This is an optimization exercise on Yosys and OpenROAD, whose aim is small area and a short achievable clock period, not a production implementation. Power and IR drop assume default switching activity.

run A:
// mac
module mac(
     input [11:0] Ain,
     input [11:0] Bin,
     input clk,reset,
     output [24:0] Mac_out
);
For scale: ~50 flip-flops, about 51 I/O pins, about 6400 µm² of cells after synthesis.
==> flow/config.mk <==
export PLATFORM = sky130hd
export DESIGN_NAME = mac
export DESIGN_NICKNAME = mac
export VERILOG_FILES = /design/flow/design.v
export SDC_FILE = /design/flow/constraint.sdc
export NUM_CORES = 4
export LEC_CHECK = 0
export CAP_MARGIN = 20
export CORE_MARGIN = 2
export CORE_UTILIZATION = 40
export SLEW_MARGIN = 20
export SYNTH_HIERARCHICAL = 1
==> flow/constraint.sdc <==
create_clock -name core_clock -period 12.5 [get_ports {clk}]
set_input_delay 2.5000 -clock core_clock [delete_from_list [all_inputs] [get_ports {clk}]]
set_output_delay 2.5000 -clock core_clock [all_outputs]
set_load 0.01 [all_outputs]
standard.sh (not shown) runs the stock make flow with config.mk's settings and CLKGATE_MAP_FILE= SYNTH_SCRIPT=/design/flow/synth_recipe.tcl, a recipe that flattens the netlist after the stock synthesis.
==> flow/flow/run.sh <==
#!/bin/bash
# Standard layout with port buffers of a fixed, faster cell and a tighter
# setup-repair target; every tool's output stays in orfs/logs and standard.log.
set -o pipefail
bash standard.sh BUFFER_PORTS_ARGS="-buffer_cell sky130_fd_sc_hd__buf_2" SETUP_SLACK_MARGIN=7.5 finish > standard.log 2>&1
For run H, these inputs were changed with respect to run A:
-- flow/flow/run.sh --
<<< run A, line 4
set -o pipefail
bash standard.sh BUFFER_PORTS_ARGS="-buffer_cell sky130_fd_sc_hd__buf_2" SETUP_SLACK_MARGIN=7.5 finish > standard.log 2>&1
>>> run H, line 4
set -o pipefail
bash standard.sh BUFFER_PORTS_ARGS="-buffer_cell sky130_fd_sc_hd__buf_2" SETUP_SLACK_MARGIN=6.5 finish > standard.log 2>&1
==> comparison <==
Compared run H vs run A, and sequential share of layout area is up in run H.
Peak ir drop on the vdd network (run A / run H): 1.10
Between run A and run H, the average via count per standard cell does not differ in any meaningful way.
Any difference in clock-pin slew of the registers on the worst-case setup and hold paths between run H and run A is small enough to ignore.
| average wire length per cell after detail routing | run H vs run A | about 8% lower |
Critical path data arrival time: run H higher than run A
Run H vs. run A: remaining max-slew budget at the tightest pin went up by 5.8 points.
Compared with run A, in run H half-perimeter wire length after detailed placement decreased by about 3.7% relative to the old numbers; first-pass GRT wire length shrank by about 5.5%; row count level.
No functional check of the RTL was part of any run of this note.

---

mac, a different RTL version from the one above (not shown whole).
Size in the first run: about 620 cells after synthesis, ~51 I/O pins.
==> flow/config.mk <==
export PLATFORM = sky130hd
export DESIGN_NAME = mac
export DESIGN_NICKNAME = mac
export VERILOG_FILES = /design/flow/design.v
export SDC_FILE = /design/flow/constraint.sdc
export NUM_CORES = 4
export LEC_CHECK = 0
export CAP_MARGIN = 20
export CORE_MARGIN = 2
export CORE_UTILIZATION = 40
export SLEW_MARGIN = 20
export SYNTH_HIERARCHICAL = 1
==> flow/constraint.sdc <==
create_clock -name core_clock -period 12.5 [get_ports {clk}]
set_input_delay 2.5000 -clock core_clock [delete_from_list [all_inputs] [get_ports {clk}]]
set_output_delay 2.5000 -clock core_clock [all_outputs]
set_load 0.01 [all_outputs]
==> flow/flow/run.sh <==
#!/bin/bash
# The standard layout (the standard.sh, standard synthesis unchanged), with
# two options: the port buffers are buf_2 cells, and the setup repair aims at
# a slack margin of 7.5 ns.  ORFS keeps each step's log in orfs/logs; the make
# output goes to standard.log.
set -o pipefail
bash standard.sh BUFFER_PORTS_ARGS="-buffer_cell sky130_fd_sc_hd__buf_2" SETUP_SLACK_MARGIN=7.5 finish > standard.log 2>&1
The baseline completed without violations.
Change:
--- a/flow/config.mk
+++ b/flow/config.mk
@@ -8,5 +8,6 @@
 export CAP_MARGIN = 20
 export CORE_MARGIN = 2
-export CORE_UTILIZATION = 40
+export CORE_UTILIZATION = 60
+export CTS_BUF_LIST = sky130_fd_sc_hd__clkbuf_4 sky130_fd_sc_hd__clkbuf_8
 export SLEW_MARGIN = 20
 export SYNTH_HIERARCHICAL = 1
Effect: The changed run completed with no timing, DRC or antenna violations. Sequential share of layout area climbs by 0.65 points. Register-to-register slack is worse by 0.08 ns. Cell area drops by 4.6%. Die area drops by 32%. Combinational power stays flat. Global-route usage climbs by 10 points. Setup slack is worse by 0.0075 ns. Power climbs by 0.43%. Core utilization climbs by 21 points.
Change:
==> flow/flow/run.sh (replaced) <==
#!/bin/bash
# The standard layout (the standard.sh, standard synthesis unchanged), with
# two options: the port buffers are buf_2 cells, and the setup repair aims at
# a slack margin of 7.8 ns.  ORFS keeps each step's log in orfs/logs; the make
# output goes to standard.log.
set -o pipefail
bash standard.sh BUFFER_PORTS_ARGS="-buffer_cell sky130_fd_sc_hd__buf_2" SETUP_SLACK_MARGIN=7.8 finish > standard.log 2>&1
--- a/flow/config.mk
+++ b/flow/config.mk
@@ -8,6 +8,5 @@
 export CAP_MARGIN = 20
 export CORE_MARGIN = 2
-export CORE_UTILIZATION = 60
-export CTS_BUF_LIST = sky130_fd_sc_hd__clkbuf_4 sky130_fd_sc_hd__clkbuf_8
+export CORE_UTILIZATION = 40
 export SLEW_MARGIN = 20
 export SYNTH_HIERARCHICAL = 1
The changed run completed without violations.
Sequential power came out higher by a few percent.
Final area increases by about a fifth.
Sequential share of layout area went down by 1.6 points.
Setup slack improves by 0.024 ns.
Global-route usage is lower by 9.9 points.
Worst hold slack loses 0.013 ns.
Total power grows by roughly a tenth.
Wire length goes up by a few percent.
Area after synthesis does not change.
Combinational power grows by a little under a tenth.
Cell count rose by roughly a tenth.
Change:
==> flow/flow/run.sh (replaced) <==
#!/bin/bash
# The standard layout (the standard.sh, standard synthesis unchanged), with
# two options: the port buffers are buf_2 cells, and the setup repair aims at
# a slack margin of 7.25 ns.  ORFS keeps each step's log in orfs/logs; the make
# output goes to standard.log.
set -o pipefail
bash standard.sh BUFFER_PORTS_ARGS="-buffer_cell sky130_fd_sc_hd__buf_2" SETUP_SLACK_MARGIN=7.25 finish > standard.log 2>&1
--- a/flow/config.mk
+++ b/flow/config.mk
@@ -8,5 +8,6 @@
 export CAP_MARGIN = 20
 export CORE_MARGIN = 2
-export CORE_UTILIZATION = 40
+export CORE_UTILIZATION = 60
+export CTS_BUF_LIST = sky130_fd_sc_hd__clkbuf_4 sky130_fd_sc_hd__clkbuf_8
 export SLEW_MARGIN = 20
 export SYNTH_HIERARCHICAL = 1
Outcome: Clock power shrinks by 19%. Setup slack loses 0.24 ns. Final area drops by 18%. Register-to-register slack stays flat. First-iteration DRC count is lower by 21%. Synthesized area is unchanged. Hold slack gains 0.0091 ns.
Change:
==> flow/flow/run.sh (replaced) <==
#!/bin/bash
# The standard layout (the standard.sh, standard synthesis unchanged), with
# two options: the port buffers are buf_2 cells, and the setup repair aims at
# a slack margin of 7.0 ns.  ORFS keeps each step's log in orfs/logs; the make
# output goes to standard.log.
set -o pipefail
bash standard.sh BUFFER_PORTS_ARGS="-buffer_cell sky130_fd_sc_hd__buf_2" SETUP_SLACK_MARGIN=7.0 finish > standard.log 2>&1
What happened:
- final cell count is unchanged
- utilization fell by 0.19 points
- clock skew fell by 0.0082 ns
- fmax fell slightly
- worst hold slack gains 0.0044 ns
- non-clock buffer count is unchanged
- setup slack loses 0.063 ns
Function was not checked in any run of this note: the RTL went through the layout flow alone.

afterwards: timing with drivers on the ports:
The results above use ideal ports. As a check the final layouts listed here were re-extracted and re-timed, cells and wires unchanged. Step 1, drivers: a clkbuf_16 drives clk and a buf_2 each remaining input, both assumed. Step 2 also shifts input and output timing later by t, the mid clock arrival at the registers, as if the neighbouring blocks saw the same clock. Slacks: no drivers / after step 1 / after step 2; pairs: no drivers / after step 1.
run | t (ns) | setup slack, ns | worst setup path after step 2 | latest minus earliest clock arrival (ns) | worst slew at a driven data input, ns
run A | 0.330 | 7.280 / 7.241 / 6.931 | input to register | 0.011 / 0.012 | 0.15
run H | 0.329 | 6.892 / 6.874 / 6.577 | input to register | 0.007 / 0.006 | 0.04
the first run of note 2 | 0.346 | 7.550 / 7.520 / 7.184 | input to register | 0.005 / 0.005 | 0.09
the second run of note 2 | 0.342 | 7.543 / 7.532 / 7.191 | input to register | 0.013 / 0.013 | 0.07
the third run of note 2 | 0.327 | 7.566 / 7.541 / 7.214 | input to register | 0.008 / 0.008 | 0.09
the fourth run of note 2 | 0.352 | 7.326 / 7.340 / 6.988 | input to register | 0.013 / 0.012 | 0.04
the fifth run of note 2 | 0.337 | 7.263 / 7.276 / 6.939 | input to register | 0.006 / 0.006 | 0.03
After both steps setup and hold are still met in every run listed. The setup slack of the first run of note 2, which loses most, moves by -0.030 ns with the drivers and by -0.366 ns with both steps.
